What follows belongs to an exercise in optimizing a design on an open flow for small area; a production flow would make more cautious choices.
Function was checked by simulation only, so behaviour that the tests miss may differ from the original.
No run shown here takes its clock network from TritonCTS; it comes from the design's own scripts or RTL.
No driver is modelled on the clock port, so clock power and skew are understated where the tree is cut down; a real chip needs a root buffer or a tree.
Power figures rest on the tool's default switching activity, not on a simulated workload.

## flow/design.v (module list and top-level ports; edited modules follow where they fit)
// module sin_quarter: 277 lines
// module ecg_table: 682 lines
// module wave_wrapper: 159 lines
// module rca: 18 lines
// module shifter: 14 lines
module wave_wrapper(
 input clk,
 input rst,
 input enable,
 input [2:0] wave_in_wrapper,
 input [2:0] amp_wrapper,
 input [1:0] dc_wrapper,
 input [1:0] sel_f_wrapper,
 input [1:0] noise_sel,
 input [2:0] noise_amp,
 output [23:0] wave_out
);
  // ...
==> flow/flow/run.sh <==
#!/bin/bash
# Layout flow: the standard ORFS flow (standard.sh) with three changes,
# made in a copy of the ORFS scripts:
#  - synthesis uses flow/abc_area.script as its ABC script (area-oriented
#    mapping of the logic between the registers; the registers themselves
#    are the standard synthesis's, untouched);
#  - port buffers use the smallest buffer cell;
#  - the clock tree is built by flow/clock_tree.tcl (four clock buffers,
#    each driving one quarter of the flip-flops) in place of TritonCTS;
#    the rest of the CTS step (timing repair, legalisation) is ORFS's.
# make's output goes to flow_make.log; each ORFS step logs to orfs/logs/.
set -euo pipefail
here=$(pwd)
rm -rf "$here/scripts"
cp -r "$FLOW_HOME/scripts" "$here/scripts"
cp "$here/flow/abc_area.script" "$here/scripts/abc_area.script"
cp "$here/flow/clock_tree.tcl" "$here/scripts/clock_tree.tcl"
grep -q 'log_cmd clock_tree_synthesis {\*}$cts_args' "$here/scripts/cts.tcl"
sed -i 's|log_cmd clock_tree_synthesis {\*}$cts_args|source $::env(SCRIPTS_DIR)/clock_tree.tcl|' "$here/scripts/cts.tcl"
bash standard.sh SCRIPTS_DIR="$here/scripts" \
  "BUFFER_PORTS_ARGS=-buffer_cell sky130_fd_sc_hd__buf_1" \
  finish > "$here/flow_make.log" 2>&1
==> flow/flow/abc_area.script <==
strash
&get -n
&deepsyn -T 200
&dch
&nf -p -R 1000 -F 8 -C 32
&put
topo
==> flow/flow/clock_tree.tcl <==
set ctb_leaf_cell sky130_fd_sc_hd__clkbuf_16
set ctb_root_cell sky130_fd_sc_hd__clkbuf_8
if {![info exists ctb_nx]} { set ctb_nx 2 }
if {![info exists ctb_ny]} { set ctb_ny 2 }
if {![info exists ctb_nroot]} { set ctb_nroot 2 }
set ctb_block [ord::get_db_block]
set ctb_dbu [$ctb_block getDbUnitsPerMicron]

# the clock net: the net on the flip-flops' clock pins, driven by a port
set ctb_net ""
foreach inst [$ctb_block getInsts] {
  set it [$inst findITerm CLK]
  if {$it ne "NULL" && $it ne ""} {
    set n [$it getNet]
    if {$n ne "NULL" && [llength [$n getBTerms]] > 0} { set ctb_net $n; break }
  }
}
if {$ctb_net eq ""} { error "clock_tree: no clock net found" }
set ctb_clk [$ctb_net getName]

set ctb_sinks {}
foreach it [$ctb_net getITerms] {
  set inst [$it getInst]
  set bb [$inst getBBox]
  lappend ctb_sinks [list [expr {([$bb xMin] + [$bb xMax]) / 2}] \
    [expr {([$bb yMin] + [$bb yMax]) / 2}] \
    "[$inst getName]/[[$it getMTerm] getName]"]
}
puts "clock_tree: [llength $ctb_sinks] sinks on $ctb_clk"

# split a list of {x y ...} into k parts of equal size, sorted by index idx
proc ctb_split {items k idx} {
  set s [lsort -integer -index $idx $items]
  set n [llength $s]
  set parts {}
  for {set i 0} {$i < $k} {incr i} {
    lappend parts [lrange $s [expr {$i * $n / $k}] [expr {($i + 1) * $n / $k - 1}]]
  }
  return $parts
}
proc ctb_centre {items dbu} {
  set sx 0; set sy 0
  foreach s $items { set sx [expr {$sx + [lindex $s 0]}]; set sy [expr {$sy + [lindex $s 1]}] }
  return [list [expr {double($sx) / [llength $items] / $dbu}] [expr {double($sy) / [llength $items] / $dbu}]]
}

set ctb_groups {}
foreach col [ctb_split $ctb_sinks $ctb_nx 0] {
  foreach grp [ctb_split $col $ctb_ny 1] { if {[llength $grp] > 0} { lappend ctb_groups $grp } }
}
set ctb_leaves {}
set ctb_i 0
foreach grp $ctb_groups {
  set pins {}
  foreach s $grp { lappend pins [sta::find_pin [lindex $s 2]] }
  set pins [lsearch -all -inline -not -exact $pins NULL]
  if {[llength $pins] != [llength $grp]} {
    error "clock_tree: found [llength $pins] of [llength $grp] clock pins"
  }
  set c [ctb_centre $grp $ctb_dbu]
  puts "clock_tree: leaf $ctb_i drives [llength $grp] sinks at $c"
  insert_buffer -buffer_cell $ctb_leaf_cell -net $ctb_clk -load_pins $pins \
    -location $c -buffer_name ctb_leaf_$ctb_i -net_name ctb_leafnet_$ctb_i
  set li [$ctb_block findInst ctb_leaf_$ctb_i]
  if {$li eq "NULL"} {
    foreach inst [$ctb_block getInsts] {
      if {[string match ctb_leaf_${ctb_i}* [$inst getName]]} { set li $inst }
    }
  }
  set x [expr {round([lindex $c 0] * $ctb_dbu)}]
  set y [expr {round([lindex $c 1] * $ctb_dbu)}]
  lappend ctb_leaves [list $x $y "[$li getName]/A"]
  incr ctb_i
}
if {[llength $ctb_leaves] > 4} {
  set ctb_j 0
  foreach part [ctb_split $ctb_leaves $ctb_nroot 0] {
    set pins {}
    foreach s $part { lappend pins [sta::find_pin [lindex $s 2]] }
    set c [ctb_centre $part $ctb_dbu]
    puts "clock_tree: root $ctb_j drives [llength $part] leaf buffers at $c"
    insert_buffer -buffer_cell $ctb_root_cell -net $ctb_clk -load_pins $pins \
      -location $c -buffer_name ctb_root_$ctb_j -net_name ctb_rootnet_$ctb_j
    incr ctb_j
  }
}
foreach n [$ctb_block getNets] {
  if {[string match ctb_* [$n getName]] || [$n getName] eq $ctb_clk} { $n setSigType CLOCK }
}
set ctb_left [llength [$ctb_net getITerms]]
puts "clock_tree: the clock port now drives $ctb_left cell pins"
if {$ctb_left > 4} { error "clock_tree: the clock port still drives $ctb_left pins" }
==> flow/standard.sh <==
#!/bin/bash
# synth_recipe.tcl (not shown) runs the flow's synth.tcl, then flattens the netlist and writes it again
# the make line also repeats each setting of config.mk as NAME=value (left out here)
make -C /OpenROAD-flow-scripts/flow DESIGN_CONFIG=/design/flow/config.mk WORK_HOME=/design/flow/orfs CLKGATE_MAP_FILE= SYNTH_SCRIPT=/design/flow/synth_recipe.tcl "${@:-finish}"
==> flow/config.mk <==
export PLATFORM = sky130hd
export DESIGN_NAME = wave_wrapper
export DESIGN_NICKNAME = wave_wrapper
export VERILOG_FILES = /design/flow/design.v
export SDC_FILE = /design/flow/constraint.sdc
export NUM_CORES = 8
export LEC_CHECK = 0
export ABC_AREA = 1
export CAP_MARGIN = 20
export CORE_MARGIN = 2
export CORE_UTILIZATION = 40
export GPL_TIMING_DRIVEN = 0
export SLEW_MARGIN = 20
==> flow/constraint.sdc <==
create_clock -name core_clock -period 10.0 [get_ports {clk}]
set_input_delay 2.0000 -clock core_clock [delete_from_list [all_inputs] [get_ports {clk}]]
set_output_delay 2.0000 -clock core_clock [all_outputs]
set_load 0.01 [all_outputs]
==> flow_metrics.py, run 1 <==
metrics = {
    "critical_path": {
        "timing.rr.end": "lo_r[9]$_DFF_P_",
        "rr_startpoint": "aqq[0]$_DFF_P_",
        "slowest_delay_ps": 860,
        "crit_path_end": "lo_r[9]$_DFF_P_",
        "required_ps": 10060,
        "cpMostUsedCell": "fa_1",
        "worstSetupPathType": "reg2reg",
        "rrSetupSlack_ps": 410,
    },
    "cells_and_area": {
        "antenna_cells": 0,
        "inverters": 71,
        "final_nets": 1259,
        "multi_input_cells": 916,
        "seq-cell-share_pct": 22.52,
        "drive_gt1_share_pct": 3.209,
        "design_area_mm2": 0.009535,
        "final_cells": 1433,
    },
    "global_routing": {
        "use_met1_pct": 38.68,
        "grt_overflow_total": 0,
    },
    "synth": {
        "yosysWarnings": 1,
        "synth_seq_area_share_pct": 24.44,
        "synth_fa_ha_area_share_pct": 15.62,
        "synth-seq-cells": 107,
        "async_flop_share_pct": 0,
        "synthXorXnorAreaFrac_pct": 2.598,
    },
    "floorplan": {
        "die_h_um": 152.0,
        "start_util_pct": 40.42,
    },
    "outcome": {
        "run_status": "finished clean",
    },
    "worst_hold_path": {
        "min-delay-start": "r1$_DFF_P_",
        "min_path_type": "reg2reg",
        "min_to": "r2$_DFF_P_",
    },
    "power": {
        "seqPwrFrac_pct": 62.4,
        "p_total_mw": 0.7225,
        "ir_worst_vdd_v": 0.00007138,
        "pwr-share-comb_pct": 12.3,
    },
    "place": {
        "dp_slack_ps": 372.9,
    },
    "sta": {
        "fmax_ghz": 0.1043,
        "grt_setup_unrepaired": "false",
        "finalSetupViolCount": 0,
    },
    "route": {
        "drt-initial-drc-count": 1295,
    },
}
==> run 2, diff against run 1 <==
--- a/flow/flow/run.sh
+++ b/flow/flow/run.sh
@@ -6,8 +6,8 @@
 #    are the standard synthesis's, untouched);
 #  - port buffers use the smallest buffer cell;
 #  - the clock tree is built by flow/clock_tree.tcl (four clock buffers,
-#    each driving one quarter of the flip-flops) in place of TritonCTS;
-#    the rest of the CTS step (timing repair, legalisation) is ORFS's.
+#    each driving one quarter of the flip-flops) in place of TritonCTS; the
+#    rest of the CTS step (timing repair, legalisation) is ORFS's.
 # make's output goes to flow_make.log; each ORFS step logs to orfs/logs/.
 set -euo pipefail
 here=$(pwd)
==> flow/flow/abc_area.script (replaced) <==
strash
&get -n
&deepsyn -T 200
&put
dch
map -a
topo
stime -c
==> run 2 against run 1 <==
Effect of this change:
- clock power hardly changed
- sequential share of layout area down 0.35 points
- largest power group unchanged
- critical path type unchanged
- final cell count rose by 13%
- die area is 2.1% higher
==> flow_metrics.py, run 2 <==
metrics = {
    "power": {
        "pwr-share-comb_pct": 12.8,
        "ir_worst_vdd_v": 0.00009477,
        "p_sw_mw": 0.1772,
        "p_total_mw": 0.7241,
        "seqPwrFrac_pct": 62.2,
        "power_frac_clock_pct": 25.0,
        "swShare_pct": 24.47,
        "leakage_nw": 3.378,
        "internal_power_mw": 0.5469,
        "powerDensity_mw_per_mm2": 74.86,
    },
    "global_routing": {
        "grt_first_pass_wirelength_um": 56640,
        "grt_overflow_total": 0,
        "grt_pass1_vias": 9558,
        "grt_max_degree": 28,
        "antenna_found_initial": 0,
        "grtUsageTotal_pct": 30.40,
    },
    "worst_hold_path": {
        "min_path_type": "reg2reg",
        "min-delay-start": "r1$_DFF_P_",
    },
    "sta": {
        "slew_viol_final": 0,
        "worst_pin_slew_ps": 1202,
        "post-route-period-util_pct": 95.85,
        "fin_crit_ps": 9585,
        "finalSetupViolCount": 0,
        "slew_headroom_pct": 19.79,
        "fmax_ghz": 0.1043,
        "hold_viol": 0,
        "fin_worst_skew_ps": 12.45,
        "grt_setup_unrepaired": "false",
    },
    "floorplan": {
        "core_area_mm2": 0.02189,
        "io_pins": 42,
        "die_x_um": 153.7,
        "start_util_pct": 40.92,
        "die-area_mm2": 0.02361,
        "die_h_um": 153.7,
        "rows": 54,
    },
    "cells_and_area": {
        "filler_cell_count": 2377,
        "layout_commonest_cell": "clkinv_1",
        "final_cells": 1622,
        "regArea_mm2": 0.002145,
        "antenna_cells": 0,
        "drive_gt1_share_pct": 3.055,
        "syn2layout_area_growth_pct": 7.975,
        "multi_input_area_mm2": 0.005876,
        "final_nets": 1448,
        "final_cell_mix": "clkinv_1 (247), nor2_1 (238), dfxtp_1 (105)",
    },
    "critical_path": {
        "required_ps": 10050,
        "cp-end-kind": "flop",
        "cp_max_fo": 23,
        "critPathArrivalTime_ps": 9630,
        "startpoint": "aqq[4]$_DFF_P_",
        "critPathLaunchType": "flop",
        "worstSetupPathType": "reg2reg",
        "rr_startpoint": "aqq[4]$_DFF_P_",
    },
    "route": {
        "routed_via_density": 6.211,
        "drc": 0,
        "dr.pass1.iters": 7,
        "vias": 10070,
        "drt-total-wl_um": 36660,
        "ant_nets": 0,
        "routedWlPerCell_um": 22.60,
        "drt-initial-drc-count": 1051,
    },
    "place": {
        "dpl.cell_count": 1617,
        "hpwl_um": 28810,
        "place.gp.congestion": 1.072,
        "port-buffer-count": 41,
    },
    "synth": {
        "synth_seq_area_share_pct": 23.91,
        "syn_inst": 1291,
        "synth-seq-cells": 107,
        "synth_most_common_cell": "clkinv_1",
        "synth-main-ff-cell": "dfxtp_1",
        "netlist_area_mm2": 0.008959,
        "async_flop_share_pct": 0,
        "yosysUniqueCellTypes": 39,
        "avgSynthCellArea_um2": 6.939,
        "synthesis.nets": 1395,
        "synth_commonest_cells": "clkinv_1 (251), nor2_1 (238), dfxtp_1 (107)",
        "ys_top_cells_by_area": "dfxtp_1 (24%), clkinv_1 (11%), nor2_1 (10%)",
        "synth_edf_count": 0,
        "yosysTopAreaCell": "dfxtp_1",
        "netlist.area_leader.share_pct": 23.91,
        "yosysWarnings": 1,
    },
    "run": {
        "max-cap-violations": 0,
    },
    "clocking": {
        "path_clk_slew_ps": 100,
        "insertion_delay_ps": 170,
        "post_cts_buffers": 0,
    },
    "outcome": {
        "run_status": "finished clean",
    },
}
[run 2: final timing paths]
check                           slack [ps]         endpoint  cells after the start
worst min register to register         360       r2$_DFF_P_                      0
worst max-delay path                   420  lo_r[9]$_DFF_P_                     26
worst max register to register         420  lo_r[9]$_DFF_P_                     26
worst min-delay path                   360       r2$_DFF_P_                      0
[run 2: final cells by class, clock buffers not listed]
| type | instances | area share [%] |
|---|---|---|
| well taps | 280 | 3.622 |
| repair inverters | 1 | 0.05174 |
| plain buffers | 5 | 0.3880 |
| multi-input cells | 928 | 60.74 |
| repair buffers | 46 | 2.121 |
| inverters | 251 | 9.869 |
| flip-flops and latches | 107 | 22.17 |
[run 2: critical path, stage by stage (launching register included)]
cell and delay (ps):
dfxtp_1 1130, clkinvlp_4 750, ha_1 480, a21oi_2 600
clkinv_1 500, nor2_1 300, clkinv_1 200, nor2_1 170
clkinv_1 230, a41oi_1 250, nand4_1 170, nand4_1 210
xor2_1 260, a221oi_1 160, fa_1 520, fa_1 400
fa_1 390, fa_1 390, fa_1 390, fa_1 390
fa_1 370, clkinv_1 60, fa_1 160, clkinv_1 80
fa_1 420, clkinv_1 70, fa_1 400
[run 2: per-layer routing]
layer / routed length (µm) / vias to the layer above / global-route usage (%)
met5: 0 / - / 0
met4: 1904 / 0 / 11.31
met3: 3843 / 169 / 5.440
met2: 15970 / 653 / 48.47
met1: 14950 / 4618 / 41.20
li1: - / 4634 / -
[run 2: kinds of logic after synthesis]
group | Yosys count | share of synthesized area [%]
flip-flops | 107 | 23.91
AND/OR/NAND/NOR | 441 | 20.61
XOR/XNOR | 22 | 2.151
buffers and inverters | 256 | 10.94
AO/OA/AOI/OAI | 379 | 27.11
adder cells (fa/ha/maj) | 86 | 15.28
[run 2: power groups by stage]
| stage | sequential [mW] | clock [mW] | combinational (mW) |
|---|---|---|---|
| after detailed placement | 0.460 | 0 | 0.0919 |
| after global routing | 0.452 | 0.203 | 0.104 |
| after global placement | 0.460 | 0 | 0.0912 |
| after floorplan | 0.461 | 0 | 0.0591 |
| final | 0.450 | 0.181 | 0.0926 |
| after CTS | 0.461 | 0.137 | 0.0925 |
[run 2: stage by stage]
step | setup slack, ps | utilization [%] | area [µm²] | hold slack [ps] | TNS (ps)
6_report | 415.2 | 44.19 | 9673 | 362.2 | 0
5_1_grt | 64.10 | 44.19 | 9673 | 369.0 | 0
4_1_cts | 190.2 | 44.09 | 9652 | 340.5 | 0
3_5_place_dp | -238.3 | 43.63 | 9550 | 339.9 | -238.3
3_3_place_gp | -1964 | 43.23 | 9463 | 337.1 | -14300
2_1_floorplan | 1250 | - | 8959 | 331.5 | 0
[run 2: what timing repair did]
item	in CTS	in global routing
hold buffers	0	0
cloned	0	1
gates resized for setup	1	4
hold endpoints to repair	0	0
setup endpoints to repair	1	3

[afterwards: timing with drivers on the ports]
In the flow no input, the clock included, has a driving cell. The finished layouts below were timed again as built, in two steps. Step 1, drivers: a clkbuf_16 drives clk and a buf_2 each remaining input, both assumed. Step 2 also shifts input and output timing later by t, the mid clock arrival at the registers, as if the neighbouring blocks saw the same clock. a / b / c = ideal ports / drivers / drivers and shift; a / b = the first two.
| run | t (ns) | slack for setup (ns) | worst setup path at the end | latest minus earliest clock arrival (ns) | worst data-port slew with drivers (ns) |
|---|---|---|---|---|---|
| run 1 | 0.242 | 0.414 / 0.414 / 0.414 | register to register | 0.017 / 0.017 | 0.09 |
| run 2 | 0.243 | 0.415 / 0.415 / 0.389 | input to register | 0.013 / 0.012 | 0.07 |
After both steps setup and hold are still met in every run listed. For run 2, which loses most, drivers alone change the setup slack by 0.000 ns; drivers and shift together by -0.026 ns.
